Background: an optimization exercise with open tools, aiming at small area. Do not read the settings as production practice.
In this exercise RTL edits were held to simulation tests only and were not proved equivalent to the original.
No run shown here takes its clock network from TritonCTS; it comes from the design's own scripts or RTL.
No driver is modelled on the clock port, so clock power and skew are understated where the tree is cut down; a real chip needs a root buffer or a tree.
Power is estimated from default activity; no workload was simulated.

$ cat flow/run.sh
#!/bin/bash
# Own layout flow: the standard ORFS flow (standard.sh), with these changes:
#  - synthesis maps logic with an area-oriented ABC script (flow/abc_area.script)
#    instead of ORFS's speed script; everything else in synthesis is the standard flow's own
#    script (synth_recipe.tcl), so the registers are the standard ones;
#  - half and full adder cells are not used (added to the platform's
#    DONT_USE_CELLS), which leaves adders to ABC as plain logic;
#  - the port buffers that global placement inserts are sky130_fd_sc_hd__buf_1;
#  - after repair_design, cells on paths with slack to spare are downsized;
#  - CTS inserts no dummy loads, and after CTS the clock tree is rebuilt as one
#    root buffer and a few leaf buffers (flow/post_cts.tcl).
# Each step's full output goes to a log file in this folder (and ORFS's own logs
# under orfs/logs).
set -euo pipefail
here=$(pwd)
{
  echo 'proc abc {args} {'
  echo '  set i [lsearch -exact $args -script]'
  echo "  if {\$i >= 0} { lset args [expr {\$i + 1}] {$here/flow/abc_area.script} }"
  echo '  yosys abc {*}$args'
  echo '}'
  cat "$here/synth_recipe.tcl"
} > "$here/own_synth.tcl"
# The platform's own DONT_USE_CELLS, then the adder cells.
dont_use="sky130_fd_sc_hd__probe_p_8 sky130_fd_sc_hd__probec_p_8 sky130_fd_sc_hd__lpflow_bleeder_1 sky130_fd_sc_hd__lpflow_clkbufkapwr_1 sky130_fd_sc_hd__lpflow_clkbufkapwr_16 sky130_fd_sc_hd__lpflow_clkbufkapwr_2 sky130_fd_sc_hd__lpflow_clkbufkapwr_4 sky130_fd_sc_hd__lpflow_clkbufkapwr_8 sky130_fd_sc_hd__lpflow_clkinvkapwr_1 sky130_fd_sc_hd__lpflow_clkinvkapwr_16 sky130_fd_sc_hd__lpflow_clkinvkapwr_2 sky130_fd_sc_hd__lpflow_clkinvkapwr_4 sky130_fd_sc_hd__lpflow_clkinvkapwr_8 sky130_fd_sc_hd__lpflow_decapkapwr_12 sky130_fd_sc_hd__lpflow_decapkapwr_3 sky130_fd_sc_hd__lpflow_decapkapwr_4 sky130_fd_sc_hd__lpflow_decapkapwr_6 sky130_fd_sc_hd__lpflow_decapkapwr_8 sky130_fd_sc_hd__lpflow_inputiso0n_1 sky130_fd_sc_hd__lpflow_inputiso0p_1 sky130_fd_sc_hd__lpflow_inputiso1n_1 sky130_fd_sc_hd__lpflow_inputiso1p_1 sky130_fd_sc_hd__lpflow_inputisolatch_1 sky130_fd_sc_hd__lpflow_isobufsrc_1 sky130_fd_sc_hd__lpflow_isobufsrc_16 sky130_fd_sc_hd__lpflow_isobufsrc_2 sky130_fd_sc_hd__lpflow_isobufsrc_4 sky130_fd_sc_hd__lpflow_isobufsrc_8 sky130_fd_sc_hd__lpflow_isobufsrckapwr_16 sky130_fd_sc_hd__lpflow_lsbuf_lh_hl_isowell_tap_1 sky130_fd_sc_hd__lpflow_lsbuf_lh_hl_isowell_tap_2 sky130_fd_sc_hd__lpflow_lsbuf_lh_hl_isowell_tap_4 sky130_fd_sc_hd__lpflow_lsbuf_lh_isowell_4 sky130_fd_sc_hd__lpflow_lsbuf_lh_isowell_tap_1 sky130_fd_sc_hd__lpflow_lsbuf_lh_isowell_tap_2 sky130_fd_sc_hd__lpflow_lsbuf_lh_isowell_tap_4"
dont_use+=" sky130_fd_sc_hd__ha_1 sky130_fd_sc_hd__ha_2 sky130_fd_sc_hd__ha_4 sky130_fd_sc_hd__fa_1 sky130_fd_sc_hd__fa_2 sky130_fd_sc_hd__fa_4 sky130_fd_sc_hd__fah_1 sky130_fd_sc_hd__fahcin_1 sky130_fd_sc_hd__fahcon_1"
export BUFFER_PORTS_ARGS="-buffer_cell sky130_fd_sc_hd__buf_1"
export POST_RESIZE_TCL="$here/flow/post_resize.tcl"
export CTS_ARGS="-sink_clustering_enable -repair_clock_nets -dont_use_dummy_load"
export POST_CTS_TCL="$here/flow/post_cts.tcl"
export CT_ROOT=sky130_fd_sc_hd__inv_6 CT_LEAF=sky130_fd_sc_hd__inv_8 CT_LEAVES=6
bash standard.sh SYNTH_SCRIPT="$here/own_synth.tcl" "DONT_USE_CELLS=$dont_use" synth > "$here/synth.log" 2>&1
bash standard.sh SYNTH_SCRIPT="$here/own_synth.tcl" "DONT_USE_CELLS=$dont_use" finish > "$here/layout.log" 2>&1
$ cat flow/abc_area.script
strash
dc2
balance
rewrite
refactor
balance
rewrite
rewrite -z
balance
refactor -z
rewrite -z
balance
&get -n
&dch -f
&nf -R 1000
&put
topo
dnsize -c
$ cat flow/clock_tree.tcl
# Rebuild the clock tree as one root buffer driving CT_LEAVES leaf buffers,
# each placed at the centre of a cluster of flip-flops (k-means on position).
# The output pin of a one-input cell (X of a buffer, Y of an inverter).
proc ct_out {inst} {
  foreach it [$inst getITerms] {
    if {[$it isOutputSignal]} { return $it }
  }
  error "no output pin on [$inst getName]"
}

proc ct_rebuild {root_master leaf_master nleaves} {
  set block [ord::get_db_block]
  set db [ord::get_db]
  set clk [$block findNet clk]
  # Collect sinks below the existing clock buffers and remove those buffers.
  set sinks {}
  set todo [list $clk]
  set dead_insts {}
  set dead_nets {}
  while {[llength $todo]} {
    set net [lindex $todo 0]
    set todo [lrange $todo 1 end]
    foreach it [$net getITerms] {
      if {![$it isInputSignal] && [$it getIoType] ne "INPUT"} continue
      set inst [$it getInst]
      set m [[$inst getMaster] getName]
      if {[string match "clkbuf_*" [$inst getName]] || [string match "clkload*" [$inst getName]] || [string match "clkinv*" [$inst getName]]} {
        lappend dead_insts $inst
        foreach o [$inst getITerms] {
          if {[$o isOutputSignal] && [$o getNet] ne "NULL"} { lappend todo [$o getNet]; lappend dead_nets [$o getNet] }
        }
      } else {
        lappend sinks $it
      }
    }
  }
  foreach it $sinks { $it disconnect }
  foreach inst $dead_insts { odb::dbInst_destroy $inst }
  foreach net $dead_nets { odb::dbNet_destroy $net }
  # Sink positions.
  set pts {}
  foreach it $sinks {
    set bb [[$it getInst] getBBox]
    lappend pts [list [expr {([$bb xMin] + [$bb xMax]) / 2}] [expr {([$bb yMin] + [$bb yMax]) / 2}]]
  }
  set n [llength $sinks]
  # k-means, seeded by sorting on angle around the centre.
  set cx 0; set cy 0
  foreach p $pts { set cx [expr {$cx + [lindex $p 0]}]; set cy [expr {$cy + [lindex $p 1]}] }
  set cx [expr {double($cx) / $n}]; set cy [expr {double($cy) / $n}]
  set cent {}
  for {set k 0} {$k < $nleaves} {incr k} {
    set a [expr {2 * 3.14159265 * ($k + 0.5) / $nleaves}]
    lappend cent [list [expr {$cx + 20000 * cos($a)}] [expr {$cy + 20000 * sin($a)}]]
  }
  set cap [expr {int(ceil(double($n) / $nleaves)) + 2}]
  for {set iter 0} {$iter < 30} {incr iter} {
    # balanced assignment: greedy by distance with a size cap
    set pairs {}
    for {set i 0} {$i < $n} {incr i} {
      for {set k 0} {$k < $nleaves} {incr k} {
        set d [expr {abs([lindex $pts $i 0] - [lindex $cent $k 0]) + abs([lindex $pts $i 1] - [lindex $cent $k 1])}]
        lappend pairs [list $d $i $k]
      }
    }
    set pairs [lsort -real -index 0 $pairs]
    set asg [lrepeat $n -1]
    set cnt [lrepeat $nleaves 0]
    foreach pr $pairs {
      lassign $pr d i k
      if {[lindex $asg $i] >= 0 || [lindex $cnt $k] >= $cap} continue
      lset asg $i $k
      lset cnt $k [expr {[lindex $cnt $k] + 1}]
    }
    set newc {}
    for {set k 0} {$k < $nleaves} {incr k} {
      set sx 0; set sy 0; set c 0
      for {set i 0} {$i < $n} {incr i} {
        if {[lindex $asg $i] == $k} { set sx [expr {$sx + [lindex $pts $i 0]}]; set sy [expr {$sy + [lindex $pts $i 1]}]; incr c }
      }
      if {$c} { lappend newc [list [expr {double($sx) / $c}] [expr {double($sy) / $c}]] } else { lappend newc [lindex $cent $k] }
    }
    set cent $newc
  }
  # Root buffer.
  set rnet [odb::dbNet_create $block clknet_root]
  $rnet setSigType CLOCK
  set root [odb::dbInst_create $block [$db findMaster $root_master] clkbuf_root]
  [$root findITerm A] connect $clk
  [ct_out $root] connect $rnet
  set rx 0; set ry 0
  for {set k 0} {$k < $nleaves} {incr k} {
    set lnet [odb::dbNet_create $block clknet_leaf_$k]
    $lnet setSigType CLOCK
    set leaf [odb::dbInst_create $block [$db findMaster $leaf_master] clkbuf_leaf_$k]
    [$leaf findITerm A] connect $rnet
    [ct_out $leaf] connect $lnet
    for {set i 0} {$i < $n} {incr i} {
      if {[lindex $asg $i] == $k} { [lindex $sinks $i] connect $lnet }
    }
    set x [expr {int([lindex $cent $k 0])}]; set y [expr {int([lindex $cent $k 1])}]
    $leaf setLocation $x $y
    $leaf setPlacementStatus PLACED
    set rx [expr {$rx + $x}]; set ry [expr {$ry + $y}]
    puts "clock leaf $k: [lindex $cnt $k] sinks at $x $y"
  }
  $root setLocation [expr {$rx / $nleaves}] [expr {$ry / $nleaves}]
  $root setPlacementStatus PLACED
}
$ cat flow/post_cts.tcl
# Replace the clock tree that CTS built with a two-level tree: one root buffer
# driving a few leaf buffers, each at the centre of a cluster of flip-flops.
source [file join [file dirname [info script]] clock_tree.tcl]
ct_rebuild $::env(CT_ROOT) $::env(CT_LEAF) $::env(CT_LEAVES)
detailed_placement
check_placement -verbose
estimate_parasitics -placement
report_clock_skew
report_worst_slack -max
report_worst_slack -min
$ cat flow/post_resize.tcl
# Downsize cells that have timing slack to spare.
log_cmd repair_timing -setup -recover_power 100 -match_cell_footprint
$ cat standard.sh
#!/bin/bash
# synth_recipe.tcl (not shown) runs the flow's synth.tcl, then flattens the netlist and writes it again
# the make line also repeats each setting of config.mk as NAME=value (left out here)
make -C /OpenROAD-flow-scripts/flow DESIGN_CONFIG=/design/flow/config.mk WORK_HOME=/design/flow/orfs CLKGATE_MAP_FILE= SYNTH_SCRIPT=/design/flow/synth_recipe.tcl "${@:-finish}"
$ cat config.mk
export PLATFORM = sky130hd
export DESIGN_NAME = pingpong_fft_controller
export DESIGN_NICKNAME = pingpong_fft_controller
export VERILOG_FILES = /design/flow/design.v
export SDC_FILE = /design/flow/constraint.sdc
export NUM_CORES = 4
export LEC_CHECK = 0
export CAP_MARGIN = 20
export CORE_MARGIN = 2
export CORE_UTILIZATION = 65
export SLEW_MARGIN = 20
$ cat constraint.sdc
create_clock -name core_clock -period 5.0 [get_ports {clk}]
set_input_delay 1.0000 -clock core_clock [delete_from_list [all_inputs] [get_ports {clk}]]
set_output_delay 1.0000 -clock core_clock [all_outputs]
set_load 0.01 [all_outputs]
$ cat design.v
`timescale 1ns / 1ps
module pingpong_fft_controller (
    input  wire        clk,
    input  wire        rst,
    input  wire [31:0] fft_data_in,
    input  wire        fft_data_valid,
    output wire [14:0] bram_addra,
    output wire [31:0] bram_dina,
    output wire        bram_wea,
    output wire        bram_ena,
    input  wire [31:0] bram_douta,
    output wire [14:0] bram_addrb,
    output wire [31:0] bram_dinb,
    output wire        bram_web,
    output wire        bram_enb,
    input  wire [31:0] bram_doutb,
    output reg  [31:0] fft_doppler_input,
    output wire        fft_doppler_valid,
    output wire        fft_doppler_last
);
    reg        act;        
    reg        wr;         
    reg        nx_a;       
    reg        nx_b;       
    reg        rd_a;       
    reg        rd_b;       
    reg [14:0] wn;         
    reg [14:0] rn;         
    reg [31:0] din;
    wire started   = nx_a | nx_b;                    
    wire write     = started & fft_data_valid;       
    wire swap      = write & (wn == 15'd1);          
    wire sw        = wr & (wn == 15'd0);             
    wire row_wrap  = ~(|rn[14:7]);
    always @(posedge clk or posedge rst) begin
        if (rst) begin
            act     <= 1'b0;
            wr      <= 1'b0;
            nx_a    <= 1'b0;
            nx_b    <= 1'b0;
        end else begin
            act     <= act | sw;
            wr      <= write;
            if (swap) begin
                nx_a <= nx_b;
                nx_b <= nx_a;
            end else if (!started && fft_data_valid) begin
                nx_b <= 1'b1;
            end
        end
    end
    always @(posedge clk) begin
        rd_a <= nx_a;
        rd_b <= nx_b;
    end
    always @(posedge clk) begin
        if (!started)
            wn <= 15'd0;
        else if (write)
            wn <= wn - 15'd1;
    end
    always @(posedge clk) begin
        if (!act) begin
            rn <= 15'h7fff;
        end else begin
            rn[14:7] <= rn[14:7] - 8'd1;
            if (row_wrap)
                rn[6:0] <= rn[6:0] - 7'd1;
            else if (sw)
                rn[6:0] <= 7'h7f;
        end
    end
    always @(posedge clk) begin
        din               <= fft_data_in;
        fft_doppler_input <= ({32{nx_a}} & bram_douta) | ({32{nx_b}} & bram_doutb);
    end
    assign bram_addra = ~(({15{rd_b}} & wn) | ({15{rd_a}} & rn));
    assign bram_addrb = ~(({15{rd_a}} & wn) | ({15{rd_b}} & rn));
    assign bram_dina  = din;
    assign bram_dinb  = din;
    assign bram_wea   = rd_b;
    assign bram_web   = rd_a;
    assign bram_ena   = (act & rd_a) | (wr & rd_b);
    assign bram_enb   = (act & rd_b) | (wr & rd_a);
    assign fft_doppler_valid = act & (|rn);
    assign fft_doppler_last  = row_wrap;
endmodule
==> impl_summary.txt, run 1 <==
----------------------------------------------------
[Critical path]
  Required arrival time at the worst endpoint ... 4000 ps
  Critical path capture point type ... primary output
  Crit path largest cell delay ... 440 ps
  Worst Setup Path Type ... register to primary output
  Worst path slowest cell ... sky130_fd_sc_hd__or3_1
  Maximum fanout along the worst path ... 6
  Most frequent CP cell ... sky130_fd_sc_hd__or3_1
  Cells along the critical path ... or3_1 -> or2_0 -> or3_1 -> or3_1 -> clkinv_1 -> nand3_1 -> or2_0 -> o21a_1 -> buf_1
  WP data arrival ... between 2000 and 3000 ps
  Category of the worst setup path launch point ... register

[GRT]
  Number of antenna violations at the first check in global routing ... 0
  Aggregate global-route resource usage ... 26.49%
  Number of global-route vias before repair ... 2,454
  Total gr overflow ... 0
  First-pass GRT wire length ... 11,630 microns
  Pin count of the biggest net entering global routing ... 39

[Logic synthesis]
  Synth top area share ... 57.44%
  Dominant cells by area after synthesis ... sky130_fd_sc_hd__dfxtp_1 57%, sky130_fd_sc_hd__a22o_1 8.9%, sky130_fd_sc_hd__buf_4 7.2%
  Unique masters post-synth ... 25
  Number of warnings printed during yosys synthesis ... 1
  Summed instance area of the synthesized netlist ... approximately 3300 sq um
  Flip-flop and latch count after synthesis ... 100
  Async set-or-reset flop fraction in the synthesized netlist ... 4.000%
  Mean post-synth cell area ... 11.12 sq um
  Cells after synthesis ... ~300
  Syn Nets ... 400
  Number of flops mapped to enable cells by yosys ... 0
  Proportion of synthesized chip area in sequential cells ... 60.43%
  Main flop type after synthesis ... sky130_fd_sc_hd__dfxtp_1
  Yosys top cell by area ... sky130_fd_sc_hd__dfxtp_1

[Power and ir drop]
  Power density over cell area ... 390.9 nW/um^2
  Static leakage ... 1.572 nW
  Max rail drop VDD ... 0.2645 mV

[Drt]
  Routed wire length ... 8797 microns
  Via total after detailed routing ... 3,069
  Drt via density ... around 5.3
  Drt first-iter violations ... 99
  WL per Instance ... between 15 and 20 microns
  Post-DRT Antenna Nets ... 0
  DRC ... 0
  Number of iterations in the first detailed-routing pass ... 4

[Status]
  Status ... no timing/DRC/antenna violations

[Timing]
  Min Clock Period, post-route ... 3863 ps
  Final hold viol count ... 0
  Max-slew violation count ... 0
  Relative max-transition margin ... 26.90%
  Setup violators final ... 0
  Setup repair after global routing missed its margin ... no
  Least-Margin Pin Slew ... 1095 ps
  Period utilization ... 77.25%
  Worst hold margin ... 455.0 ps
  Max Freq ... about 0.26 GHz
  Worst Clk Skew ... 17.75 ps
  Total negative slack for setup checks ... 0 ps

[Finish]
  Final-layout fill cell count ... about 350
  Layout overhead on the synthesized area ... 23.82%
  Count of nets after finishing ... 609
  Area of all placed cells without fillers ... 4143 sq um
  Utilization of the core after routing ... 82.16%
  Count of non-filler cells in the finished layout ... 578
  Share of post-route cells with drive strength above 1 ... 1.772%
  Total inserted antenna cells ... 0

[Floorplanning]
  Chip height ... ~76 microns
  Die width ... 75.75 microns
  Starting density of the core ... 66.35%
  Std cell rows ... 26
  Core Region ... 5042 sq um
  Count of pins on the block boundary ... 231
  Die Footprint ... ~5700 sq um

[Place]
  HPWL reported at the end of detailed placement ... 6689 microns
  Instance count after placement with tap cells included ... about 570
  Placer's final routability congestion estimate ... 0.8869
  Total cell area at the placement stage ... approximately 4100 sq um
  Count of buffers inserted at the top-level ports ... 230

[Clock network]
  Worst-Skew Late Latency ... about 200 ps
  Clock slew at the register clock pins of the worst setup and hold paths ... 90 ps
  Clock tree sinks ... 100

[Min path]
  Path class of the lowest-slack min-delay path ... register to register

[Flow run]
  Max-capacitance violation count ... 0

----------------------------------------------------
[final cells by class]
| type | instances | area (sq um) | area share, % |
|---|---|---|---|
| Sequential cell | 100 | 2022 | 48.81 |
| Inverter | 11 | 91.34 | 2.205 |
| Multi-Input combinational cell | 165 | 1069 | 25.79 |
| Tap cell | 70 | 87.58 | 2.114 |
| Timing Repair Buffer | 232 | 873.3 | 21.08 |
[cells in the final DEF, fill, tap and decap left out, drive strengths merged]
master  synthesis  routed
nand2          12      12
inv             0       7
nor4b           1       1
and4            1       1
dfrtp           4       4
a21o            2       2
or3             8       8
xnor2           1       1
nand3          10      10
xor2            7       7
a22oi          30      30
clkinv          4       4
clkbuf          0       2
a21boi          1       1
nor3            5       5
a21oi          12      12
a22o           34      34
o22ai           2       2
nor2           15      15
o21ai          14      14
o21a            1       1
buf            32     230
nor4            2       2
o211ai          2       2
nand4           1       1
or2             4       4
dfxtp          96      96
[sequential cells by signal, summed over array words and instances, names as in the netlist]
name               cells
nx_b                   1
fft_doppler_input     32
wr                     1
wn                    15
rd_b                   1
din                   32
rd_a                   1
act                    1
nx_a                   1
rn                    15
[worst paths after layout]
check	endpoint	cells past startpoint	start	slack [ps]
hold / removal	rn[7]$_SDFF_PN1_	1	rn[7]$_SDFF_PN1_	450
min in group asynchronous	act$_DFF_PP0_	2	rst	680
setup / recovery	fft_doppler_valid	9	rn[8]$_SDFF_PN1_	1140
setup reg to reg	rn[4]$_SDFFE_PN1P_	9	rn[8]$_SDFF_PN1_	2190
max in group asynchronous	nx_a$_DFFE_PP0P_	2	rst	4180
hold reg to reg	rn[7]$_SDFF_PN1_	1	rn[7]$_SDFF_PN1_	450
[synthesized netlist by cell type (all sizes together) (4+ instances only)]
| library cell | n |
|---|---|
| dfxtp | 96 |
| a22o | 34 |
| buf | 32 |
| a22oi | 30 |
| nor2 | 15 |
| o21ai | 14 |
| a21oi | 12 |
| nand2 | 12 |
| nand3 | 10 |
| or3 | 8 |
| xor2 | 7 |
| nor3 | 5 |
| clkinv | 4 |
| dfrtp | 4 |
| or2 | 4 |
[stage by stage]
stage	setup slack (ps)	power, mW
6_report	1137	1.619
5_1_grt	952.3	1.698
3_5_place_dp	1403	1.311
3_3_place_gp	1471	1.303
2_1_floorplan	1619	1.179
[routing by layer]
layer  vias to the layer above  track usage (%)  part of all wire (%)
met5                         -                0                     0
met3                         8            9.259                   9.7
met4                         0            4.873                  0.85
met2                       133            44.44                    49
met1                      1430            33.47                    40
li1                       1498                -                     -
[critical path: cells and delay by family (launching register included)]
kind / cells / cell delay [ps]
AND/OR/NAND/NOR: 6 / 1870
buffers and inverters: 2 / 250
AO/OA/AOI/OAI: 1 / 190
flip-flops: 1 / 360
[report_power, final]
| part | leakage, nW | switching (mW) | internal (mW) | total, mW |
|---|---|---|---|---|
| Clock | 0.0408 | 0.274 | 0.0472 | 0.321 |
| Combinational | 0.678 | 0.172 | 0.138 | 0.310 |
| Sequential | 0.853 | 0.103 | 0.885 | 0.988 |
[cell families (layout without fill, tap and decap cells)]
family                    after synthesis  count (layout)  share of synthesized area, %
DFF                                   100             100                         60.43
AOI/OAI and AO/OA                      98              98                         21.24
xor gates and xnor gates                8               8                         2.094
buffers and inverters                  36             243                         7.629
and+or+nand+nor                        59              59                         8.601
==> run 2, diff against run 1 <==
--- a/flow/run.sh
+++ b/flow/run.sh
@@ -25,9 +25,10 @@
 dont_use="sky130_fd_sc_hd__probe_p_8 sky130_fd_sc_hd__probec_p_8 sky130_fd_sc_hd__lpflow_bleeder_1 sky130_fd_sc_hd__lpflow_clkbufkapwr_1 sky130_fd_sc_hd__lpflow_clkbufkapwr_16 sky130_fd_sc_hd__lpflow_clkbufkapwr_2 sky130_fd_sc_hd__lpflow_clkbufkapwr_4 sky130_fd_sc_hd__lpflow_clkbufkapwr_8 sky130_fd_sc_hd__lpflow_clkinvkapwr_1 sky130_fd_sc_hd__lpflow_clkinvkapwr_16 sky130_fd_sc_hd__lpflow_clkinvkapwr_2 sky130_fd_sc_hd__lpflow_clkinvkapwr_4 sky130_fd_sc_hd__lpflow_clkinvkapwr_8 sky130_fd_sc_hd__lpflow_decapkapwr_12 sky130_fd_sc_hd__lpflow_decapkapwr_3 sky130_fd_sc_hd__lpflow_decapkapwr_4 sky130_fd_sc_hd__lpflow_decapkapwr_6 sky130_fd_sc_hd__lpflow_decapkapwr_8 sky130_fd_sc_hd__lpflow_inputiso0n_1 sky130_fd_sc_hd__lpflow_inputiso0p_1 sky130_fd_sc_hd__lpflow_inputiso1n_1 sky130_fd_sc_hd__lpflow_inputiso1p_1 sky130_fd_sc_hd__lpflow_inputisolatch_1 sky130_fd_sc_hd__lpflow_isobufsrc_1 sky130_fd_sc_hd__lpflow_isobufsrc_16 sky130_fd_sc_hd__lpflow_isobufsrc_2 sky130_fd_sc_hd__lpflow_isobufsrc_4 sky130_fd_sc_hd__lpflow_isobufsrc_8 sky130_fd_sc_hd__lpflow_isobufsrckapwr_16 sky130_fd_sc_hd__lpflow_lsbuf_lh_hl_isowell_tap_1 sky130_fd_sc_hd__lpflow_lsbuf_lh_hl_isowell_tap_2 sky130_fd_sc_hd__lpflow_lsbuf_lh_hl_isowell_tap_4 sky130_fd_sc_hd__lpflow_lsbuf_lh_isowell_4 sky130_fd_sc_hd__lpflow_lsbuf_lh_isowell_tap_1 sky130_fd_sc_hd__lpflow_lsbuf_lh_isowell_tap_2 sky130_fd_sc_hd__lpflow_lsbuf_lh_isowell_tap_4"
 dont_use+=" sky130_fd_sc_hd__ha_1 sky130_fd_sc_hd__ha_2 sky130_fd_sc_hd__ha_4 sky130_fd_sc_hd__fa_1 sky130_fd_sc_hd__fa_2 sky130_fd_sc_hd__fa_4 sky130_fd_sc_hd__fah_1 sky130_fd_sc_hd__fahcin_1 sky130_fd_sc_hd__fahcon_1"
 export BUFFER_PORTS_ARGS="-buffer_cell sky130_fd_sc_hd__buf_1"
+export PRE_GLOBAL_PLACE_TCL="$here/flow/pre_global_place.tcl"
 export POST_RESIZE_TCL="$here/flow/post_resize.tcl"
 export CTS_ARGS="-sink_clustering_enable -repair_clock_nets -dont_use_dummy_load"
 export POST_CTS_TCL="$here/flow/post_cts.tcl"
-export CT_ROOT=sky130_fd_sc_hd__inv_6 CT_LEAF=sky130_fd_sc_hd__inv_8 CT_LEAVES=6
+export CT_ROOT=sky130_fd_sc_hd__inv_6 CT_LEAF=sky130_fd_sc_hd__inv_8 CT_LEAVES=5
 bash standard.sh SYNTH_SCRIPT="$here/own_synth.tcl" "DONT_USE_CELLS=$dont_use" synth > "$here/synth.log" 2>&1
 bash standard.sh SYNTH_SCRIPT="$here/own_synth.tcl" "DONT_USE_CELLS=$dont_use" finish > "$here/layout.log" 2>&1
==> flow/pre_global_place.tcl (new file) <==
# Global placement is not timing driven here, so remove the buffers that
# synthesis inserted, as timing-driven global placement would.
remove_buffers
--- a/config.mk
+++ b/config.mk
@@ -8,4 +8,5 @@
 export CAP_MARGIN = 20
 export CORE_MARGIN = 2
 export CORE_UTILIZATION = 65
+export GPL_TIMING_DRIVEN = 0
 export SLEW_MARGIN = 20
==> run 2 against run 1 <==
Clock power is 3% lower; global-route usage is 1.8 points higher; clock skew is 2.8 ps lower; die area stayed put; routed wire length is 2.5% higher; sequential power is 0.8% higher.
==> impl_summary.txt, run 2 <==
----------------------------------------------------
[Finish]
  Count of non-filler cells in the finished layout ... 575 (-0.52%)
  Count of nets after finishing ... 606 (-0.49%)
  Final-layout fill cell count ... 339 (-4.2%)
  Leading cell type in the layout, fill and taps excluded ... sky130_fd_sc_hd__buf_1
  Utilization of the core after routing ... 81.81% (-0.35 points)
  Layout overhead on the synthesized area ... 23.30%
  Total inserted antenna cells ... 0 (unchanged)
  Biggest registers after layout ... din x32, fft_doppler_input x32
  Most used cells in the layout excluding fill and tap cells ... 230 x sky130_fd_sc_hd__buf_1, 95 x sky130_fd_sc_hd__dfxtp_1, 34 x sky130_fd_sc_hd__a22o_1
  Share of post-route cells with drive strength above 1 ... 1.782% (+0.011 points)

[Timing]
  Final hold viol count ... 0 (unchanged)
  Max-slew violation count ... 0 (unchanged)
  Least-Margin Pin Slew ... 1066 ps (-29.45 ps)
  Min Clock Period, post-route ... 3957 ps (+94.69 ps)
  Setup repair after global routing missed its margin ... no
  Total negative slack for setup checks ... 0 ps (unchanged)
  Worst Clk Skew ... 14.94 ps (-2.811 ps)
  Period utilization ... 79.15% (+1.9 points)
  Setup violators final ... 0 (unchanged)
  Max Freq ... 0.2527 GHz (-2.4%)
  Worst hold margin ... 466.2 ps (+11.25 ps)
  Relative max-transition margin ... 28.87% (+2.0 points)

[GRT]
  Number of antenna violations at the first check in global routing ... 0 (unchanged)
  Pin count of the biggest net entering global routing ... 40 (+2.6%)
  Total gr overflow ... 0 (unchanged)
  Number of global-route vias before repair ... 2,569 (+4.7%)
  Aggregate global-route resource usage ... 28.25% (+1.8 points)
  First-pass GRT wire length ... 12,330 microns (+6.0%)

[Logic synthesis]
  Cell with the most instances after synthesis ... sky130_fd_sc_hd__dfxtp_1
  Syn Nets ... 400 (unchanged)
  Unique masters post-synth ... 25 (unchanged)
  Proportion of synthesized chip area in sequential cells ... 60.43% (unchanged)
  Yosys top cell by area ... sky130_fd_sc_hd__dfxtp_1
  Most numerous cell types in the synthesized netlist ... 96 x sky130_fd_sc_hd__dfxtp_1, 34 x sky130_fd_sc_hd__a22o_1, 32 x sky130_fd_sc_hd__buf_4, 30 x sky130_fd_sc_hd__a22oi_1, 15 x sky130_fd_sc_hd__nor2_1
  Main flop type after synthesis ... sky130_fd_sc_hd__dfxtp_1
  Flip-flop and latch count after synthesis ... 100 (unchanged)
  Summed instance area of the synthesized netlist ... 3346 sq um (unchanged)
  Number of warnings printed during yosys synthesis ... 1 (unchanged)
  Async set-or-reset flop fraction in the synthesized netlist ... 4.000% (unchanged)
  Cells after synthesis ... 301 (unchanged)
  Number of flops mapped to enable cells by yosys ... 0 (unchanged)
  Mean post-synth cell area ... 11.12 sq um (unchanged)
  Synth top area share ... 57.44% (unchanged)
  Dominant cells by area after synthesis ... sky130_fd_sc_hd__dfxtp_1 57%, sky130_fd_sc_hd__a22o_1 8.9%, sky130_fd_sc_hd__buf_4 7.2%

[Clock network]
  Clock tree sinks ... 100 (unchanged)
  Worst-Skew Late Latency ... 190 ps (about the same)
  Clock slew at the register clock pins of the worst setup and hold paths ... 100 ps (about the same)

[Floorplanning]
  Count of pins on the block boundary ... 231 (unchanged)
  Die width ... 75.75 microns (unchanged)
  Chip height ... 75.75 microns (unchanged)
  Core Region ... 5042 sq um (unchanged)
  Starting density of the core ... 66.35% (unchanged)
  Std cell rows ... 26 (unchanged)
  Die Footprint ... 5737 sq um (unchanged)

[Critical path]
  Category of the worst setup path launch point ... register
  Critical path capture point type ... primary output
  Cells along the critical path ... or3_1 -> or2_0 -> or3_1 -> or3_1 -> clkinv_1 -> nand3_1 -> or2_0 -> o21a_1 -> buf_1
  WP data arrival ... 2960 ps (+100 ps)
  Most frequent CP cell ... sky130_fd_sc_hd__or3_1
  Category of cells accounting for the largest share of critical-path delay ... simple AND/OR/NAND/NOR gates
  Worst path slowest cell ... sky130_fd_sc_hd__or3_1
  Required arrival time at the worst endpoint ... 4000 ps (about the same)
  Number of buffer and inverter stages on the critical path ... 2 (unchanged)
  Maximum fanout along the worst path ... 6 (unchanged)
  Worst Setup Path Type ... register to primary output
  Crit path largest cell delay ... 440 ps (about the same)

[Min path]
  Path class of the lowest-slack min-delay path ... register to register

[Drt]
  Routed wire length ... 9013 microns (+2.5%)
  Drt via density ... 5.270 (-0.76%)
  Via total after detailed routing ... 3,030 (-1.3%)
  WL per Instance ... 15.67 microns (+3.0%)
  Post-DRT Antenna Nets ... 0 (unchanged)
  Number of iterations in the first detailed-routing pass ... 4 (unchanged)
  DRC ... 0 (unchanged)
  Drt first-iter violations ... 173 (+75%)

[Place]
  Placer's final routability congestion estimate ... 0.8331 (-6.1%)
  Instance count after placement with tap cells included ... 569 (-0.35%)
  HPWL reported at the end of detailed placement ... 6577 microns (-1.7%)
  Count of buffers inserted at the top-level ports ... 230 (unchanged)

[Power and ir drop]
  Max rail drop VDD ... 0.2846 mV (+7.6%)
  Static leakage ... 1.556 nW (-1.0%)
  Power density over cell area ... 389.1 nW/um^2 (-0.46%)

[Flow run]
  Max-capacitance violation count ... 0 (unchanged)

[Status]
  Status ... no timing/DRC/antenna violations

----------------------------------------------------
run 2: cell counts after synthesis:
Identical to the previous run, type by type.
run 2: cell type report:
type | instances | area (sq um) | share of cell area [%]
Inverter | 10 | 80.08 | 1.941
Sequential cell | 100 | 2026 | 49.11
Tap cell | 70 | 87.58 | 2.123
Timing Repair Buffer | 230 | 863.3 | 20.93
Multi-Input combinational cell | 165 | 1069 | 25.90
run 2: worst reg2reg max path: stages, from the launching register on:
cell and delay, ps:
sky130_fd_sc_hd__dfrtp_2 820, sky130_fd_sc_hd__o21ai_0 350, sky130_fd_sc_hd__or3_1 460, sky130_fd_sc_hd__nor3_1 270, sky130_fd_sc_hd__nand2_1 180, sky130_fd_sc_hd__or3_1 420
sky130_fd_sc_hd__or3_1 380, sky130_fd_sc_hd__nor2_1 160, sky130_fd_sc_hd__o22ai_1 90, sky130_fd_sc_hd__a21oi_1 130
run 2: per-layer routing:
metal | global-route usage [%] | vias up | share of wire, %
li1 | - | 1488 | -
met1 | 36.35 | 1405 | 40
met2 | 47.41 | 125 | 50
met3 | 8.201 | 12 | 9.1
met4 | 6.043 | 0 | 1.4
met5 | 0 | - | 0
run 2: kinds of logic after synthesis:
logic type	Yosys count	synth area share, %
buffers and inverters	36	7.629
flip-flops	100	60.43
AO/OA/AOI/OAI	98	21.24
AND/OR/NAND/NOR	59	8.601
XOR/XNOR	8	2.094
run 2: per-stage QoR:
| step | setup WS (ps) | area [sq um] | power, mW |
|---|---|---|---|
| global placement | 1382 | 4056 | 1.295 |
| finish | 1043 | 4125 | 1.605 |
| global route | 876.7 | 4125 | 1.679 |
| detailed placement | 1284 | 4056 | 1.308 |
| floorplan | 1619 | 3346 | 1.179 |
run 2: worst paths after layout:
kind,start,end,slack [ps],cells past startpoint
setup / recovery,rn[9]$_SDFF_PN1_,fft_doppler_valid,1040,9
hold / removal,rn[7]$_SDFF_PN1_,rn[7]$_SDFF_PN1_,470,1
setup reg to reg,nx_b$_DFFE_PP0P_,wn[13]$_SDFFE_PN0P_,1690,9
hold reg to reg,rn[7]$_SDFF_PN1_,rn[7]$_SDFF_PN1_,470,1
max in group asynchronous,rst,act$_DFF_PP0_,4210,2
min in group asynchronous,rst,nx_a$_DFFE_PP0P_,650,2
run 2: report_power, final:
group / leakage [nW] / internal, mW / total, mW / switching (mW)
logic: 0.670 / 0.137 / 0.298 / 0.161
registers: 0.851 / 0.885 / 0.996 / 0.111
clock network: 0.0348 / 0.0417 / 0.311 / 0.269
==> run 3, diff against run 2 <==
--- a/flow/run.sh
+++ b/flow/run.sh
@@ -8,7 +8,8 @@
 #  - the port buffers that global placement inserts are sky130_fd_sc_hd__buf_1;
 #  - after repair_design, cells on paths with slack to spare are downsized;
 #  - CTS inserts no dummy loads, and after CTS the clock tree is rebuilt as one
-#    root buffer and a few leaf buffers (flow/post_cts.tcl).
+#    root inverter driving a few leaf inverters, each at the centre of a
+#    cluster of flip-flops (flow/post_cts.tcl); the two inversions cancel.
 # Each step's full output goes to a log file in this folder (and ORFS's own logs
 # under orfs/logs).
 set -euo pipefail
==> flow/abc_area.script (replaced) <==
strash
dc2
balance
rewrite
refactor
balance
rewrite
rewrite -z
balance
refactor -z
rewrite -z
balance
dc2
balance
rewrite
refactor
balance
rewrite
rewrite -z
balance
refactor -z
rewrite -z
balance
&get -n
&dch -f
&nf -R 1000 -p
&put
topo
dnsize -c
==> flow/post_cts.tcl (replaced) <==
# Replace the clock tree that CTS built with a two-level tree: one root cell
# driving a few leaf cells (buffers, or inverters at both levels), each leaf at
# the centre of a cluster of flip-flops.
source [file join [file dirname [info script]] clock_tree.tcl]
ct_rebuild $::env(CT_ROOT) $::env(CT_LEAF) $::env(CT_LEAVES)
detailed_placement
check_placement -verbose
estimate_parasitics -placement
report_clock_skew
report_worst_slack -max
report_worst_slack -min
==> run 3 against run 2 <==
Highest routed layer unchanged; power is 33% higher; maximum frequency is 1.2% higher; via count is 2.5% higher; still clean; largest cell class unchanged; synthesized area is 0.22% higher.
==> impl_summary.txt, run 3 <==
----------------------------------------------------
[Status]
  Status ... no timing/DRC/antenna violations

[Critical path]
  WP data arrival ... 2910 ps (-50 ps)
  Cells along the critical path ... or3_1 -> or2_0 -> or3_1 -> or3_1 -> clkinv_1 -> nand3_1 -> or2_0 -> o21a_1 -> buf_1
  Required arrival time at the worst endpoint ... 4000 ps (about the same)
  Worst path slowest cell ... sky130_fd_sc_hd__or3_1
  Category of the worst setup path launch point ... register
  Number of buffer and inverter stages on the critical path ... 2 (unchanged)
  Maximum fanout along the worst path ... 6 (unchanged)
  Critical path capture point type ... primary output
  Most frequent CP cell ... sky130_fd_sc_hd__or3_1
  Category of cells accounting for the largest share of critical-path delay ... simple AND/OR/NAND/NOR gates
  Crit path largest cell delay ... 440 ps (about the same)
  Worst Setup Path Type ... register to primary output

[Finish]
  Most used cells in the layout excluding fill and tap cells ... 230 x sky130_fd_sc_hd__buf_1, 95 x sky130_fd_sc_hd__dfxtp_1, 34 x sky130_fd_sc_hd__a22o_1
  Biggest registers after layout ... din x32, fft_doppler_input x32
  Layout overhead on the synthesized area ... 23.25% (about the same)
  Total inserted antenna cells ... 0 (unchanged)
  Leading cell type in the layout, fill and taps excluded ... sky130_fd_sc_hd__buf_1
  Share of post-route cells with drive strength above 1 ... 1.768% (-0.014 points)
  Count of nets after finishing ... 610 (+0.66%)

[Timing]
  Period utilization ... 78.19% (-0.95 points)
  Max Freq ... 0.2558 GHz (+1.2%)
  Min Clock Period, post-route ... 3910 ps (-47.72 ps)
  Relative max-transition margin ... 25.29% (-3.6 points)
  Least-Margin Pin Slew ... 1119 ps (+53.57 ps)
  Setup violators final ... 0 (unchanged)
  Setup repair after global routing missed its margin ... no
  Final hold viol count ... 0 (unchanged)
  Total negative slack for setup checks ... 0 ps (unchanged)
  Worst Clk Skew ... 11.66 ps (-3.284 ps)
  Max-slew violation count ... 0 (unchanged)

[Min path]
  Path class of the lowest-slack min-delay path ... register to register

[Power and ir drop]
  Tot Pwr ... 2.141 mW (+33%)
  Max rail drop VDD ... 0.3606 mV (+27%)
  Power density over cell area ... 518.0 nW/um^2 (+33%)
  Static leakage ... 1.622 nW (+4.3%)

[Logic synthesis]
  Yosys top cell by area ... sky130_fd_sc_hd__dfxtp_1
  Unique masters post-synth ... 27 (+8.0%)
  Cells after synthesis ... 305 (+1.3%)
  Main flop type after synthesis ... sky130_fd_sc_hd__dfxtp_1
  Summed instance area of the synthesized netlist ... 3353 sq um (+0.22%)
  Proportion of synthesized chip area in sequential cells ... 60.30% (-0.14 points)
  Most numerous cell types in the synthesized netlist ... 96 x sky130_fd_sc_hd__dfxtp_1, 34 x sky130_fd_sc_hd__a22o_1, 32 x sky130_fd_sc_hd__buf_4, 30 x sky130_fd_sc_hd__a22oi_1, 17 x sky130_fd_sc_hd__nor2_1
  Number of flops mapped to enable cells by yosys ... 0 (unchanged)
  Syn Nets ... 404 (+1.0%)
  Dominant cells by area after synthesis ... sky130_fd_sc_hd__dfxtp_1 57%, sky130_fd_sc_hd__a22o_1 8.9%, sky130_fd_sc_hd__buf_4 7.2%
  Flip-flop and latch count after synthesis ... 100 (unchanged)
  Async set-or-reset flop fraction in the synthesized netlist ... 4.000% (unchanged)
  Number of warnings printed during yosys synthesis ... 1 (unchanged)
  Cell with the most instances after synthesis ... sky130_fd_sc_hd__dfxtp_1
  Mean post-synth cell area ... 10.99 sq um (-1.1%)
  Synth top area share ... 57.31% (-0.13 points)

[Floorplanning]
  Chip height ... 75.83 microns (+0.11%)
  Die Footprint ... 5749 sq um (+0.21%)
  Starting density of the core ... 66.50% (+0.15 points)
  Count of pins on the block boundary ... 231 (unchanged)
  Std cell rows ... 26 (unchanged)
  Die width ... 75.83 microns (+0.11%)
  Core Region ... 5042 sq um (unchanged)

[Flow run]
  Max-capacitance violation count ... 0 (unchanged)

[Place]
  Placer's final routability congestion estimate ... 0.8368 (+0.44%)
  HPWL reported at the end of detailed placement ... 7201 microns (+9.5%)
  Count of buffers inserted at the top-level ports ... 230 (unchanged)

[Drt]
  DRC ... 0 (unchanged)
  Drt via density ... 5.363 (+1.8%)
  Drt first-iter violations ... 226 (+31%)
  Number of iterations in the first detailed-routing pass ... 4 (unchanged)
  Via total after detailed routing ... 3,105 (+2.5%)
  WL per Instance ... 16.68 microns (+6.4%)
  Post-DRT Antenna Nets ... 0 (unchanged)
  Routed wire length ... 9659 microns (+7.2%)

[GRT]
  Pin count of the biggest net entering global routing ... 38 (-5.0%)
  Aggregate global-route resource usage ... 29.89% (+1.6 points)
  Total gr overflow ... 0 (unchanged)
  First-pass GRT wire length ... 12,850 microns (+4.2%)
  Number of antenna violations at the first check in global routing ... 0 (unchanged)
  Number of global-route vias before repair ... 2,591 (+0.86%)

[Clock network]
  Clock tree sinks ... 100 (unchanged)
  Clock slew at the register clock pins of the worst setup and hold paths ... 110 ps (about the same)
  Worst-Skew Late Latency ... 200 ps (about the same)

----------------------------------------------------
[run 3: cells by family (layout without fill, tap and decap cells)]
kind of cell              count (synthesis)  in the layout  share of synthesized area [%]
DFF                                     100            100                          60.30
AOI/OAI and AO/OA                        92             92                          20.26
and+or+nand+nor                          71             71                          10.26
buffers and inverters                    36            240                          7.612
xor gates and xnor gates                  6              6                          1.567
[run 3: report_power, final]
group	leakage [nW]	switching, mW	total [mW]	internal [mW]
registers	0.845	0.258	1.22	0.961
clock network	0.0348	0.268	0.309	0.0416
logic	0.743	0.345	0.612	0.268
[run 3: final timing paths]
kind | slack (ps) | startpoint | endpoint | depth (start not counted)
worst min register to register | 470 | rn[7]$_SDFF_PN1_ | rn[7]$_SDFF_PN1_ | 1
worst max register to register | 1960 | nx_a$_DFFE_PP0P_ | wn[13]$_SDFFE_PN0P_ | 9
max in group asynchronous | 4230 | rst | nx_b$_DFFE_PP0P_ | 2
worst min-delay path | 470 | rn[7]$_SDFF_PN1_ | rn[7]$_SDFF_PN1_ | 1
min in group asynchronous | 630 | rst | nx_a$_DFFE_PP0P_ | 2
worst max-delay path | 1090 | rn[8]$_SDFF_PN1_ | fft_doppler_valid | 9
[run 3: layout make-up]
cell class	instances	area (sq um)
inverters	10	80.08
fillers	335	909.6
well taps	70	87.58
multi-input cells	169	1076
repair buffers	230	863.3
flip-flops and latches	100	2026
[run 3: routing by layer]
metal	vias to the layer above	global-route usage (%)	wire length [microns]
li1	1495	-	-
met1	1447	39.27	3886
met2	143	51.63	4886
met3	20	4.365	644
met4	0	7.992	242
met5	-	0	0
[run 3: per-stage QoR]
| step | setup WS [ps] | utilization [%] | instances | instance area, sq um | hold slack (ps) |
|---|---|---|---|---|---|
| after global routing | 931.3 | 81.96 | 579 | 4133 | 483.7 |
| after floorplan | 1636 | - | 305 | 3353 | 407.8 |
| final | 1090 | 81.96 | 579 | 4133 | 471.8 |
| after global placement | 1394 | 80.60 | 573 | 4064 | 431.0 |
| after detailed placement | 1379 | 80.60 | 573 | 4064 | 444.1 |
==> run 4, diff against run 3 <==
==> flow/abc_area.script (replaced) <==
strash
dc2
balance
rewrite
refactor
balance
rewrite
rewrite -z
balance
refactor -z
rewrite -z
balance
&get -n
&dch -f
&nf -R 1000
&put
strash
&get -n
&dch -f
&nf -R 1000
&put
topo
dnsize -c
==> run 4 against run 3 <==
Still clean; critical path depth down 1; die area down 0.15%; synthesized area down 0.15%; clock power down 1%; routed wire length down 7.3%; setup slack better by 150 ps; design area down 0.15%; sequential share of layout area about the same; utilization down 0.12 points; cell count down 0.86%; clock skew up 5.2 ps; largest cell class unchanged; highest routed layer unchanged.
==> impl_summary.txt, run 4 <==
----------------------------------------------------
[Logic synthesis]
  Proportion of synthesized chip area in sequential cells ... 60.39% (+0.090 points)
  Dominant cells by area after synthesis ... sky130_fd_sc_hd__dfxtp_1 57%, sky130_fd_sc_hd__a22o_1 8.9%, sky130_fd_sc_hd__buf_4 7.2%
  Syn Nets ... 399 (-1.2%)
  Most numerous cell types in the synthesized netlist ... 96 x sky130_fd_sc_hd__dfxtp_1, 34 x sky130_fd_sc_hd__a22o_1, 32 x sky130_fd_sc_hd__buf_4, 30 x sky130_fd_sc_hd__a22oi_1, 16 x sky130_fd_sc_hd__nor2_1
  Synth top area share ... 57.40% (+0.086 points)
  Cell with the most instances after synthesis ... sky130_fd_sc_hd__dfxtp_1
  Summed instance area of the synthesized netlist ... 3348 sq um (-0.15%)
  Main flop type after synthesis ... sky130_fd_sc_hd__dfxtp_1
  Yosys top cell by area ... sky130_fd_sc_hd__dfxtp_1
  Mean post-synth cell area ... 11.16 sq um (+1.5%)
  Flip-flop and latch count after synthesis ... 100 (unchanged)
  Number of warnings printed during yosys synthesis ... 1 (unchanged)
  Cells after synthesis ... 300 (-1.6%)
  Number of flops mapped to enable cells by yosys ... 0 (unchanged)
  Unique masters post-synth ... 27 (unchanged)
  Async set-or-reset flop fraction in the synthesized netlist ... 4.000% (unchanged)

[Min path]
  Path class of the lowest-slack min-delay path ... register to register

[Finish]
  Share of post-route cells with drive strength above 1 ... 1.587% (-0.18 points)
  Total inserted antenna cells ... 0 (unchanged)
  Layout overhead on the synthesized area ... 23.24% (about the same)
  Area of all placed cells without fillers ... 4126 sq um (-0.15%)
  Biggest registers after layout ... din x32, fft_doppler_input x32
  Most used cells in the layout excluding fill and tap cells ... 230 x sky130_fd_sc_hd__buf_1, 96 x sky130_fd_sc_hd__dfxtp_1, 34 x sky130_fd_sc_hd__a22o_1
  Count of nets after finishing ... 605 (-0.82%)
  Leading cell type in the layout, fill and taps excluded ... sky130_fd_sc_hd__buf_1
  Final-layout fill cell count ... 346 (+3.3%)

[Floorplanning]
  Die Footprint ... 5741 sq um (-0.15%)
  Die width ... 75.77 microns (about the same)
  Std cell rows ... 26 (unchanged)
  Core Region ... 5042 sq um (unchanged)
  Chip height ... 75.77 microns (about the same)
  Starting density of the core ... 66.40% (-0.099 points)
  Count of pins on the block boundary ... 231 (unchanged)

[GRT]
  Aggregate global-route resource usage ... 30.00% (+0.11 points)
  Total gr overflow ... 0 (unchanged)
  Number of antenna violations at the first check in global routing ... 0 (unchanged)
  Pin count of the biggest net entering global routing ... 41 (+7.9%)
  First-pass GRT wire length ... 12,770 microns (-0.65%)
  Number of global-route vias before repair ... 2,769 (+6.9%)

[Power and ir drop]
  Max rail drop VDD ... 0.2470 mV (-31%)
  Power density over cell area ... 442.3 nW/um^2 (-15%)
  Tot Pwr ... 1.825 mW (-15%)
  Static leakage ... 1.688 nW (+4.0%)

[Timing]
  Worst hold margin ... 460.9 ps (-10.97 ps)
  Max Freq ... 0.2663 GHz (+4.1%)
  Setup violators final ... 0 (unchanged)
  Min Clock Period, post-route ... 3755 ps (-154.8 ps)
  Period utilization ... 75.10% (-3.1 points)
  Worst Clk Skew ... 16.90 ps (+5.247 ps)
  Total negative slack for setup checks ... 0 ps (unchanged)
  Relative max-transition margin ... 28.01% (+2.7 points)
  Setup repair after global routing missed its margin ... no
  Max-slew violation count ... 0 (unchanged)
  Final hold viol count ... 0 (unchanged)
  Setup slack after layout ... 1245 ps (+154.8 ps)
  Least-Margin Pin Slew ... 1078 ps (-40.74 ps)

[Critical path]
  WP data arrival ... 2750 ps (-160 ps)
  Category of cells accounting for the largest share of critical-path delay ... simple AND/OR/NAND/NOR gates
  Maximum fanout along the worst path ... 5 (-1)
  Category of the worst setup path launch point ... register
  Required arrival time at the worst endpoint ... 4000 ps (about the same)
  Most frequent CP cell ... sky130_fd_sc_hd__or3_1
  Crit path largest cell delay ... 450 ps (about the same)
  Worst Setup Path Type ... register to primary output
  Cells along the critical path ... or3_1 -> or2_0 -> or3_1 -> or3_1 -> clkinv_1 -> nand3_1 -> o31a_1 -> buf_1
  Number of buffer and inverter stages on the critical path ... 2 (unchanged)
  Worst path slowest cell ... sky130_fd_sc_hd__or3_1
  Critical path capture point type ... primary output

[Status]
  Status ... no timing/DRC/antenna violations

[Place]
  Worst setup slack after placement ... 1500 ps (+120.7 ps)
  HPWL reported at the end of detailed placement ... 6880 microns (-4.5%)
  Placer's final routability congestion estimate ... 0.8585 (+2.6%)
  Count of buffers inserted at the top-level ports ... 230 (unchanged)
  Total cell area at the placement stage ... 4059 sq um (-0.12%)

[Drt]
  WL per Instance ... 15.60 microns (-6.5%)
  Number of iterations in the first detailed-routing pass ... 5 (+1)
  Drt via density ... 5.416 (+1.0%)
  Drt first-iter violations ... 153 (-32%)
  DRC ... 0 (unchanged)
  Post-DRT Antenna Nets ... 0 (unchanged)
  Routed wire length ... 8954 microns (-7.3%)
  Via total after detailed routing ... 3,109 (+0.13%)

[Clock network]
  Worst-Skew Late Latency ... 200 ps (about the same)
  Clock slew at the register clock pins of the worst setup and hold paths ... 100 ps (about the same)
  Clock tree sinks ... 100 (unchanged)

[Flow run]
  Max-capacitance violation count ... 0 (unchanged)

----------------------------------------------------
## run 4: cell count changes in the layout (fill, tap and decap cells not counted), sizes merged, moves of 2 or more
cell,previous run,this run
nand2,15,10
nand3,14,9
o21ai,10,15
o22ai,0,2
or2,5,1
xor2,4,6
## run 4: per-stage QoR
stage | utilization [%] | instances
2_1_floorplan | - | 300
3_3_place_gp | 80.50 | 568
3_5_place_dp | 80.50 | 568
5_1_grt | 81.84 | 574
6_report | 81.84 | 574
## run 4: worst paths after layout
kind                                   from            endpoint  slack, ps  cells after the start
min                        rn[7]$_SDFF_PN1_    rn[7]$_SDFF_PN1_        460                      1
min in group asynchronous               rst    nx_a$_DFFE_PP0P_        630                      2
max in group asynchronous               rst    nx_b$_DFFE_PP0P_       4230                      2
min reg2reg                rn[7]$_SDFF_PN1_    rn[7]$_SDFF_PN1_        460                      1
max                        rn[9]$_SDFF_PN1_   fft_doppler_valid       1250                      8
max reg2reg                rn[9]$_SDFF_PN1_  rn[4]$_SDFFE_PN1P_       2070                      9
## run 4: area by class of cell
class	count	area (sq um)	area share (%)
Sequential cell	100	2024	49.06
Multi-Input combinational cell	164	1071	25.96
Inverter	10	80.08	1.941
Timing Repair Buffer	230	863.3	20.92
Tap cell	70	87.58	2.122
## run 4: worst register-to-register path, cell delays in order (launching register included)
cell and delay, ps:
sky130_fd_sc_hd__dfxtp_1 350, sky130_fd_sc_hd__or3_1 410, sky130_fd_sc_hd__or2_0 300, sky130_fd_sc_hd__or3_1 400
sky130_fd_sc_hd__or3_1 450, sky130_fd_sc_hd__and2_0 200, sky130_fd_sc_hd__nand2b_1 180, sky130_fd_sc_hd__or3_1 340
sky130_fd_sc_hd__nand2_1 80, sky130_fd_sc_hd__nand3_1 70
## run 4: routing by layer
| metal | part of all wire (%) | GRT usage, % | vias to the layer above |
|---|---|---|---|
| li1 | - | - | 1482 |
| met1 | 34 | 29.95 | 1433 |
| met2 | 53 | 56.70 | 165 |
| met3 | 8.5 | 8.995 | 29 |
| met4 | 4.2 | 13.06 | 0 |
| met5 | 0 | 0 | - |
## run 4: kinds of logic (layout without fill, tap and decap cells)
| kind of cell | count (synthesis) | count (layout) | synth area share, % |
|---|---|---|---|
| mux | 1 | 1 | 0.3363 |
| xor+xnor | 8 | 8 | 2.093 |
| simple gates | 57 | 57 | 8.296 |
| buf+inv | 36 | 240 | 7.623 |
| flops | 100 | 100 | 60.39 |
| compound gates | 98 | 98 | 21.26 |
## run 4: power by group
group | total (mW) | switching (mW) | leakage, nW | internal, mW
Clock | 0.305 | 0.263 | 0.0348 | 0.0414
Sequential | 1.08 | 0.166 | 0.849 | 0.915
Combinational | 0.439 | 0.243 | 0.804 | 0.195
==> run 5, diff against run 4 <==
--- a/flow/run.sh
+++ b/flow/run.sh
@@ -26,7 +26,6 @@
 dont_use="sky130_fd_sc_hd__probe_p_8 sky130_fd_sc_hd__probec_p_8 sky130_fd_sc_hd__lpflow_bleeder_1 sky130_fd_sc_hd__lpflow_clkbufkapwr_1 sky130_fd_sc_hd__lpflow_clkbufkapwr_16 sky130_fd_sc_hd__lpflow_clkbufkapwr_2 sky130_fd_sc_hd__lpflow_clkbufkapwr_4 sky130_fd_sc_hd__lpflow_clkbufkapwr_8 sky130_fd_sc_hd__lpflow_clkinvkapwr_1 sky130_fd_sc_hd__lpflow_clkinvkapwr_16 sky130_fd_sc_hd__lpflow_clkinvkapwr_2 sky130_fd_sc_hd__lpflow_clkinvkapwr_4 sky130_fd_sc_hd__lpflow_clkinvkapwr_8 sky130_fd_sc_hd__lpflow_decapkapwr_12 sky130_fd_sc_hd__lpflow_decapkapwr_3 sky130_fd_sc_hd__lpflow_decapkapwr_4 sky130_fd_sc_hd__lpflow_decapkapwr_6 sky130_fd_sc_hd__lpflow_decapkapwr_8 sky130_fd_sc_hd__lpflow_inputiso0n_1 sky130_fd_sc_hd__lpflow_inputiso0p_1 sky130_fd_sc_hd__lpflow_inputiso1n_1 sky130_fd_sc_hd__lpflow_inputiso1p_1 sky130_fd_sc_hd__lpflow_inputisolatch_1 sky130_fd_sc_hd__lpflow_isobufsrc_1 sky130_fd_sc_hd__lpflow_isobufsrc_16 sky130_fd_sc_hd__lpflow_isobufsrc_2 sky130_fd_sc_hd__lpflow_isobufsrc_4 sky130_fd_sc_hd__lpflow_isobufsrc_8 sky130_fd_sc_hd__lpflow_isobufsrckapwr_16 sky130_fd_sc_hd__lpflow_lsbuf_lh_hl_isowell_tap_1 sky130_fd_sc_hd__lpflow_lsbuf_lh_hl_isowell_tap_2 sky130_fd_sc_hd__lpflow_lsbuf_lh_hl_isowell_tap_4 sky130_fd_sc_hd__lpflow_lsbuf_lh_isowell_4 sky130_fd_sc_hd__lpflow_lsbuf_lh_isowell_tap_1 sky130_fd_sc_hd__lpflow_lsbuf_lh_isowell_tap_2 sky130_fd_sc_hd__lpflow_lsbuf_lh_isowell_tap_4"
 dont_use+=" sky130_fd_sc_hd__ha_1 sky130_fd_sc_hd__ha_2 sky130_fd_sc_hd__ha_4 sky130_fd_sc_hd__fa_1 sky130_fd_sc_hd__fa_2 sky130_fd_sc_hd__fa_4 sky130_fd_sc_hd__fah_1 sky130_fd_sc_hd__fahcin_1 sky130_fd_sc_hd__fahcon_1"
 export BUFFER_PORTS_ARGS="-buffer_cell sky130_fd_sc_hd__buf_1"
-export PRE_GLOBAL_PLACE_TCL="$here/flow/pre_global_place.tcl"
 export POST_RESIZE_TCL="$here/flow/post_resize.tcl"
 export CTS_ARGS="-sink_clustering_enable -repair_clock_nets -dont_use_dummy_load"
 export POST_CTS_TCL="$here/flow/post_cts.tcl"
==> flow/abc_area.script (replaced) <==
strash
dc2
balance
rewrite
refactor
balance
rewrite
rewrite -z
balance
refactor -z
rewrite -z
balance
&get -n
&dch -f
&nf -R 1000
&put
topo
dnsize -c
--- a/config.mk
+++ b/config.mk
@@ -8,5 +8,4 @@
 export CAP_MARGIN = 20
 export CORE_MARGIN = 2
 export CORE_UTILIZATION = 65
-export GPL_TIMING_DRIVEN = 0
 export SLEW_MARGIN = 20
removed: flow/pre_global_place.tcl
==> run 5 against run 4 <==
Clock power about the same; flip-flop and latch count unchanged; via count down 2.2%; critical path type unchanged.
==> impl_summary.txt, run 5 <==
----------------------------------------------------
[Logic synthesis]
  Summed instance area of the synthesized netlist ... 3346 sq um (about the same)
  Dominant cells by area after synthesis ... sky130_fd_sc_hd__dfxtp_1 57%, sky130_fd_sc_hd__a22o_1 8.9%, sky130_fd_sc_hd__buf_4 7.2%
  Number of flops mapped to enable cells by yosys ... 0 (unchanged)
  Flip-flop and latch count after synthesis ... 100 (unchanged)
  Most numerous cell types in the synthesized netlist ... 96 x sky130_fd_sc_hd__dfxtp_1, 34 x sky130_fd_sc_hd__a22o_1, 32 x sky130_fd_sc_hd__buf_4, 30 x sky130_fd_sc_hd__a22oi_1, 15 x sky130_fd_sc_hd__nor2_1
  Mean post-synth cell area ... 11.12 sq um (-0.41%)
  Cells after synthesis ... 301 (+0.33%)
  Unique masters post-synth ... 25 (-7.4%)
  Proportion of synthesized chip area in sequential cells ... 60.43% (about the same)
  Syn Nets ... 400 (+0.25%)
  Yosys top cell by area ... sky130_fd_sc_hd__dfxtp_1
  Number of warnings printed during yosys synthesis ... 1 (unchanged)
  Synth top area share ... 57.44% (about the same)
  Async set-or-reset flop fraction in the synthesized netlist ... 4.000% (unchanged)
  Cell with the most instances after synthesis ... sky130_fd_sc_hd__dfxtp_1
  Main flop type after synthesis ... sky130_fd_sc_hd__dfxtp_1

[Critical path]
  Maximum fanout along the worst path ... 6 (+1)
  Worst Setup Path Type ... register to primary output
  Required arrival time at the worst endpoint ... 4000 ps (about the same)
  Most frequent CP cell ... sky130_fd_sc_hd__or3_1
  Number of buffer and inverter stages on the critical path ... 2 (unchanged)
  WP data arrival ... 2850 ps (+100 ps)
  Category of the worst setup path launch point ... register
  Crit path largest cell delay ... 440 ps (about the same)
  Cells along the critical path ... or3_1 -> or2_0 -> or3_1 -> or3_1 -> clkinv_1 -> nand3_1 -> or2_0 -> o21a_1 -> buf_1
  Category of cells accounting for the largest share of critical-path delay ... simple AND/OR/NAND/NOR gates
  Critical path capture point type ... primary output
  Worst path slowest cell ... sky130_fd_sc_hd__or3_1

[Finish]
  Biggest registers after layout ... din x32, fft_doppler_input x32
  Area of all placed cells without fillers ... 4131 sq um (+0.12%)
  Share of post-route cells with drive strength above 1 ... 1.578% (-0.0094 points)
  Count of nets after finishing ... 608 (+0.50%)
  Count of non-filler cells in the finished layout ... 577 (+0.52%)
  Leading cell type in the layout, fill and taps excluded ... sky130_fd_sc_hd__buf_1
  Layout overhead on the synthesized area ... 23.49%
  Final-layout fill cell count ... 360 (+4.0%)
  Total inserted antenna cells ... 0 (unchanged)
  Most used cells in the layout excluding fill and tap cells ... 230 x sky130_fd_sc_hd__buf_1, 96 x sky130_fd_sc_hd__dfxtp_1, 34 x sky130_fd_sc_hd__a22o_1

[Place]
  HPWL reported at the end of detailed placement ... 6689 microns (-2.8%)
  Instance count after placement with tap cells included ... 571 (+0.53%)
  Placer's final routability congestion estimate ... 0.8869 (+3.3%)
  Total cell area at the placement stage ... 4064 sq um (+0.12%)
  Count of buffers inserted at the top-level ports ... 230 (unchanged)

[Drt]
  Post-DRT Antenna Nets ... 0 (unchanged)
  Drt via density ... 5.272 (-2.7%)
  WL per Instance ... 15.47 microns (-0.85%)
  Routed wire length ... 8924 microns (-0.34%)
  Via total after detailed routing ... 3,042 (-2.2%)
  DRC ... 0 (unchanged)
  Number of iterations in the first detailed-routing pass ... 4 (-1)
  Drt first-iter violations ... 112 (-27%)

[Floorplanning]
  Core Region ... 5042 sq um (unchanged)
  Die width ... 75.75 microns (about the same)
  Std cell rows ... 26 (unchanged)
  Count of pins on the block boundary ... 231 (unchanged)
  Chip height ... 75.75 microns (about the same)
  Starting density of the core ... 66.35% (about the same)
  Die Footprint ... 5737 sq um (about the same)

[Timing]
  Min Clock Period, post-route ... 3849 ps (+93.89 ps)
  Max Freq ... 0.2598 GHz (-2.4%)
  Worst Clk Skew ... 12.15 ps (-4.757 ps)
  Total negative slack for setup checks ... 0 ps (unchanged)
  Least-Margin Pin Slew ... 1062 ps (-16.24 ps)
  Final hold viol count ... 0 (unchanged)
  Setup violators final ... 0 (unchanged)
  Relative max-transition margin ... 29.10% (+1.1 points)
  Period utilization ... 76.97% (+1.9 points)
  Setup repair after global routing missed its margin ... no
  Max-slew violation count ... 0 (unchanged)
  Worst hold margin ... 456.1 ps (-4.777 ps)

[Power and ir drop]
  Proportion of power drawn by the clock network ... 19.1% (+2.4 points)
  Static leakage ... 1.565 nW (-7.2%)
  Tot Pwr ... 1.605 mW (-12%)
  Switching fraction of total power ... 33.71% (-3.2 points)
  Reported net switching power ... 0.5411 mW (-20%)
  Sequential group share of total power ... 61.6% (+2.3 points)
  Power Internal ... 1.064 mW (-7.6%)
  Power density over cell area ... 388.5 nW/um^2 (-12%)
  Combinational power share ... 19.3% (-4.7 points)
  Max rail drop VDD ... 0.2556 mV (+3.5%)

[Status]
  Status ... no timing/DRC/antenna violations

[GRT]
  Total gr overflow ... 0 (unchanged)
  Number of global-route vias before repair ... 2,461 (-11%)
  First-pass GRT wire length ... 11,790 microns (-7.7%)
  Aggregate global-route resource usage ... 26.91% (-3.1 points)
  Number of antenna violations at the first check in global routing ... 0 (unchanged)
  Pin count of the biggest net entering global routing ... 39 (-4.9%)

[Clock network]
  Clock slew at the register clock pins of the worst setup and hold paths ... 90 ps (about the same)
  Clock tree sinks ... 100 (unchanged)
  Worst-Skew Late Latency ... 190 ps (about the same)

[Min path]
  Path class of the lowest-slack min-delay path ... register to register

[Flow run]
  Max-capacitance violation count ... 0 (unchanged)

----------------------------------------------------
## run 5: cell types whose count changed in the layout (fill, tap and decap cells not counted), moves of 2 or more
cell | before | now
sky130_fd_sc_hd__or2_0 | 1 | 4
sky130_fd_sc_hd__clkbuf_2 | 0 | 2
sky130_fd_sc_hd__dfrtp_1 | 2 | 4
sky130_fd_sc_hd__dfrtp_2 | 2 | 0
sky130_fd_sc_hd__nand2_1 | 10 | 12
sky130_fd_sc_hd__nand2b_1 | 2 | 0
sky130_fd_sc_hd__nor2b_1 | 2 | 0
sky130_fd_sc_hd__nor3_1 | 3 | 5
## run 5: kinds of logic (layout without fill, tap and decap cells)
kind of cell	count (synthesis)	count (layout)	share of synthesized area (%)
DFF	100	100	60.43
AOI/OAI and AO/OA	98	98	21.24
and+or+nand+nor	59	59	8.601
buffers and inverters	36	242	7.629
xor gates and xnor gates	8	8	2.094
## run 5: power groups by stage
| stage | clock network [mW] | logic (mW) | registers, mW |
|---|---|---|---|
| floorplan | 0 | 0.179 | 1.00 |
| global placement | 0 | 0.304 | 0.998 |
| detailed placement | 0 | 0.310 | 1.00 |
| global route | 0.340 | 0.343 | 1.00 |
| finish | 0.306 | 0.310 | 0.989 |
## run 5: path summary, 6_finish.rpt
check	startpoint	endpoint	slack [ps]	cells after the start
worst min register to register	rn[7]$_SDFF_PN1_	rn[7]$_SDFF_PN1_	460	1
max in group asynchronous	rst	nx_b$_DFFE_PP0P_	4190	2
worst max-delay path	rn[8]$_SDFF_PN1_	fft_doppler_valid	1150	9
worst min-delay path	rn[7]$_SDFF_PN1_	rn[7]$_SDFF_PN1_	460	1
worst max register to register	rn[8]$_SDFF_PN1_	rn[4]$_SDFFE_PN1P_	2190	9
min in group asynchronous	rst	act$_DFF_PP0_	690	2
## run 5: layout make-up
cell class	count	area, sq um	area share (%)
inverter	10	80.08	1.938
tap	70	87.58	2.120
multi-input combinational	165	1069	25.86
timing repair buffer	232	873.3	21.14
sequential	100	2022	48.94
## run 5: through the flow
| step | setup WS, ps | util, % |
|---|---|---|
| 6_report | 1151 | 81.94 |
| 5_1_grt | 968.8 | 81.94 |
| 3_5_place_dp | 1403 | 80.60 |
| 3_3_place_gp | 1471 | 80.74 |
| 2_1_floorplan | 1619 | - |
## run 5: metal layers
layer | wire length (microns) | vias to the layer above | track usage [%]
met5 | 0 | - | 0
met3 | 808 | 10 | 8.201
met2 | 4411 | 132 | 45.31
met1 | 3597 | 1407 | 34.66
met4 | 106 | 0 | 4.873
li1 | - | 1493 | -

[what the ideal ports hide]
How much do the figures lean on ideal ports? The routed layouts below were timed once more, with nothing changed but the port constraints. Step 1 (the two cells are an assumption about what drives the block):
set clk [get_ports {clk}]
set_driving_cell -lib_cell sky130_fd_sc_hd__clkbuf_16 $clk
set_driving_cell -lib_cell sky130_fd_sc_hd__buf_2 [delete_from_list [all_inputs] $clk]
Step 2 also shifts input and output timing later by t, the mid clock arrival at the registers, as if the neighbouring blocks saw the same clock. Slacks: no drivers / after step 1 / after step 2; pairs: no drivers / after step 1.
run	t, ns	setup slack, ns	hold slack, ns	worst register clock-pin slew, ns	pins driven straight from the clock port
run 1	0.234	1.137 / 1.097 / 1.331	0.455 / 0.455 / 0.455	0.09 / 0.09	1
run 2	0.229	1.043 / 1.001 / 1.230	0.466 / 0.466 / 0.466	0.11 / 0.11	1
run 3	0.233	1.090 / 1.049 / 1.282	0.472 / 0.472 / 0.472	0.11 / 0.11	1
run 4	0.233	1.245 / 1.201 / 1.434	0.461 / 0.461 / 0.461	0.10 / 0.10	1
run 5	0.227	1.151 / 1.110 / 1.336	0.456 / 0.456 / 0.456	0.10 / 0.10	1
After both steps setup and hold are still met in every run listed.
